This is an optimization exercise on Yosys and OpenROAD, whose aim is a short achievable clock period and few clock cycles, not a production implementation.
The RTL was checked by simulation tests, not by an equivalence proof against the original design.

## JK
## CPU
module CPU(
input clk,
input reset,                     
input[15:0] io_read_dataP5R1,    
input button_a,
input button_b,
input button_model,
output[15:0] ledF6K2,            
output[31:0] digit,              
output[13:0] imem_addr,          
input[31:0] imem_data,           
output[13:0] dmem_addr,          
output[31:0] dmem_wdata,         
output dmem_we,                  
input[31:0] dmem_rdata           
    );
Size in the first run: ~1500 flip-flops, ~190 I/O pins, about 83000 um2 of cells after synthesis.
==> flow/config.mk <==
export PLATFORM = sky130hd
export DESIGN_NAME = CPU
export DESIGN_NICKNAME = CPU
export VERILOG_FILES = /design/flow/design.v
export SDC_FILE = /design/flow/constraint.sdc
export NUM_CORES = 4
export LEC_CHECK = 0
export ABC_CLOCK_PERIOD_IN_PS = 3000
export CAP_MARGIN = 20
export CORE_MARGIN = 2
export CORE_UTILIZATION = 40
export SLEW_MARGIN = 20
==> flow/constraint.sdc <==
create_clock -name core_clock -period 14.0 [get_ports {clk}]
set_input_delay 2.8000 -clock core_clock [delete_from_list [all_inputs] [get_ports {clk}]]
set_output_delay 2.8000 -clock core_clock [all_outputs]
set_load 0.01 [all_outputs]
standard.sh (not shown) runs the stock make flow with config.mk's settings and CLKGATE_MAP_FILE= SYNTH_SCRIPT=/design/flow/synth_recipe.tcl, a recipe that flattens the netlist after the stock synthesis.
==> flow/flow/run.sh <==
#!/bin/bash
# Layout flow: the standard ORFS flow (standard.sh, with the standard
# synthesis unchanged) with these changes to how the layout is made:
#  - timing repair aims at a 10 ns setup margin at the design's clock
#    period (that is, as much speed as it can find);
#  - resizing may change a cell's footprint;
#  - the buffer on each input and output port is a buf_8.
# Each step's output goes to its own log file here.
set -euo pipefail
cd "$(dirname "$0")/.."
bash standard.sh synth > flow_synth.log 2>&1
bash standard.sh SETUP_SLACK_MARGIN=10 MATCH_CELL_FOOTPRINT=0 \
  "BUFFER_PORTS_ARGS=-buffer_cell sky130_fd_sc_hd__buf_8" finish > flow_layout.log 2>&1
FAIL JK @ global routing (5_1_grt): tool exited with error
Testbench counts of JK, summed over its fixed seeds: cycles 135,709.
What MS does differently from JK at the input level:
-- flow/design.v --
<<< JK, line 39
    reg [31:0] immX;             
    reg        hz1X, hz2X;       
    reg        fwdAX, fwdBX;     
    reg        mLoad;            
    reg        mAlu;             
    reg [31:0] mRes;
    reg [31:0] mResN;            
    reg [4:0]  mRd;
    reg [2:0]  mF3;
>>> MS, line 39
    reg [31:0] immX;             
    reg        hz1X, hz2X;       
    reg        mLoad;            
    reg        mAlu;             
    reg [31:0] mRes;
    reg [4:0]  mRd;
    reg [2:0]  mF3;
<<< JK, line 66
    wire stallX = vX & (hz1X | hz2X);
    wire exX    = vX & ~(hz1X | hz2X);
    wire [31:0] a = fwdAX ? mRes : aX;
    wire [31:0] b = fwdBX ? mRes : bX;
    wire [31:0] opb = fwdBX ? (cinX ? mResN : mRes) : opbX;
    wire [31:0] addX = a + opb + {31'd0, cinX};
    wire [31:0] sllX = a << irX[24:20];
    wire [31:0] srlX = a >> irX[24:20];
    wire [31:0] resX = ({32{sAddX}} & addX) | ({32{sAndX}} & (a & opb)) |
                       ({32{sOrX}} & (a | opb)) | ({32{sSllX}} & sllX) |
                       ({32{sSrlX}} & srlX) | ({32{sLinkX}} & linkX);
    wire weX = exX & weXr;
>>> MS, line 64
    wire stallX = vX & (hz1X | hz2X);
    wire exX    = vX & ~(hz1X | hz2X);
    wire [31:0] a = aX;
    wire [31:0] b = bX;
    wire [31:0] addX = a + opbX + {31'd0, cinX};
    wire [31:0] sllX = a << irX[24:20];
    wire [31:0] srlX = a >> irX[24:20];
    wire [31:0] resX = ({32{sAddX}} & addX) | ({32{sAndX}} & (a & opbX)) |
                       ({32{sOrX}} & (a | opbX)) | ({32{sSllX}} & sllX) |
                       ({32{sSrlX}} & srlX) | ({32{sLinkX}} & linkX);
    wire weX = exX & weXr;
<<< JK, line 152
    wire fm1 = weM & (mRd == rs1F);
    wire fm2 = weM & (mRd == rs2F);
    wire [31:0] aF = fm1 ? valM : rf1F;
    wire [31:0] bF = fm2 ? valM : rf2F;
    wire subF = (isRF | isIF) & (f3F == 3'b000) & insF[30];
    wire [31:0] immIF = {{20{insF[31]}}, insF[31:20]};
    wire [31:0] immSF = {{20{insF[31]}}, insF[31:25], insF[11:7]};
    wire [31:0] sx = {32{subF}};
    wire [31:0] opbF = ~isRF ? (immIF ^ sx) : fm2 ? (valM ^ sx) : (rf2F ^ sx);
    wire ldX = exX & ldXr;
    always @(posedge clk or negedge reset) begin
>>> MS, line 149
    wire fm1 = weM & (mRd == rs1F);
    wire fm2 = weM & (mRd == rs2F);
    wire [31:0] aF = (fx1 | fm1) ? (fx1 ? resX : valM) : rf1F;
    wire [31:0] bF = (fx2 | fm2) ? (fx2 ? resX : valM) : rf2F;
    wire subF = (isRF | isIF) & (f3F == 3'b000) & insF[30];
    wire [31:0] immIF = {{20{insF[31]}}, insF[31:20]};
    wire [31:0] immSF = {{20{insF[31]}}, insF[31:25], insF[11:7]};
    wire [31:0] sx = {32{subF}};
    wire selRf2 = isRF & ~fx2 & ~fm2;
    wire [31:0] opbF = selRf2 ? (rf2F ^ sx) :
                       ~isRF ? (immIF ^ sx) : fx2 ? (resX ^ sx) : (valM ^ sx);
    wire ldX = exX & ldXr;
    always @(posedge clk or negedge reset) begin
<<< JK, line 188
            hz1X <= 1'b0;
            hz2X <= 1'b0;
            fwdAX <= 1'b0;
            fwdBX <= 1'b0;
        end else begin
            if (redirX | stallX)
>>> MS, line 187
            hz1X <= 1'b0;
            hz2X <= 1'b0;
        end else begin
            if (redirX | stallX)
<<< JK, line 202
                hz1X <= 1'b0;
                hz2X <= 1'b0;
                fwdAX <= 1'b0;
                fwdBX <= 1'b0;
            end else begin
                vX <= ~redirX;
>>> MS, line 199
                hz1X <= 1'b0;
                hz2X <= 1'b0;
            end else begin
                vX <= ~redirX;
<<< JK, line 229
                hz1X <= ldX & use1F & (rs1F == rdX);
                hz2X <= ldX & use2F & (rs2F == rdX);
                fwdAX <= fx1;
                fwdBX <= fx2 & use2F;
            end
        end
>>> MS, line 224
                hz1X <= ldX & use1F & (rs1F == rdX);
                hz2X <= ldX & use2F & (rs2F == rdX);
            end
        end
<<< JK, line 248
            mAlu <= 1'b0;
            mRes <= 32'd0;
            mResN <= 32'd0;
            mRd <= 5'd0;
            mF3 <= 3'd0;
>>> MS, line 241
            mAlu <= 1'b0;
            mRes <= 32'd0;
            mRd <= 5'd0;
            mF3 <= 3'd0;
<<< JK, line 263
            mAlu <= weX;
            mRes <= resX;
            mResN <= ~resX;
            mRd <= rdX;
            mF3 <= f3X;
>>> MS, line 255
            mAlu <= weX;
            mRes <= resX;
            mRd <= rdX;
            mF3 <= f3X;
==> run summary <==
MS finished every stage and its layout cleared the timing, design-rule and antenna checks.
Compared with JK, in MS gate count of the mapped netlist +about 0.4%; HPWL reported at the end of detailed placement down about 2.6%.
Measured against each other, MS and JK differ in total number of clock tree sinks, the higher figure coming from JK.
On initial standard-cell utilization of the core, JK tracks MS almost exactly.
The synthesized area in MS was lower than what JK gave.
Testbench counts of MS, summed over its fixed seeds: cycles 135,709.

-- static timing again, ports no longer ideal --
The flow's constraints put no driver on any port. The routed layout listed below was extracted and timed again, unchanged, in two steps. Step 1, drivers: a clkbuf_16 drives clk and a buf_2 each remaining input, both assumed. Step 2 times the ports against the registers' clock, not the clock port: input delays grow and output delays shrink by t, the midpoint of the rising clock arrivals with the driver on. a / b / c = ideal / step 1 / step 2; a / b = the first two.
run: MS
t (ns): 0.956
slack for setup (ns): 9.188 / 9.047 / 8.091
hold WS [ns]: 0.440 / 0.440 / 0.440
worst setup path after step 2: input to register
After both steps MS still meets setup and hold. The setup slack of MS moves by -0.141 ns with the drivers and by -1.097 ns with both steps.
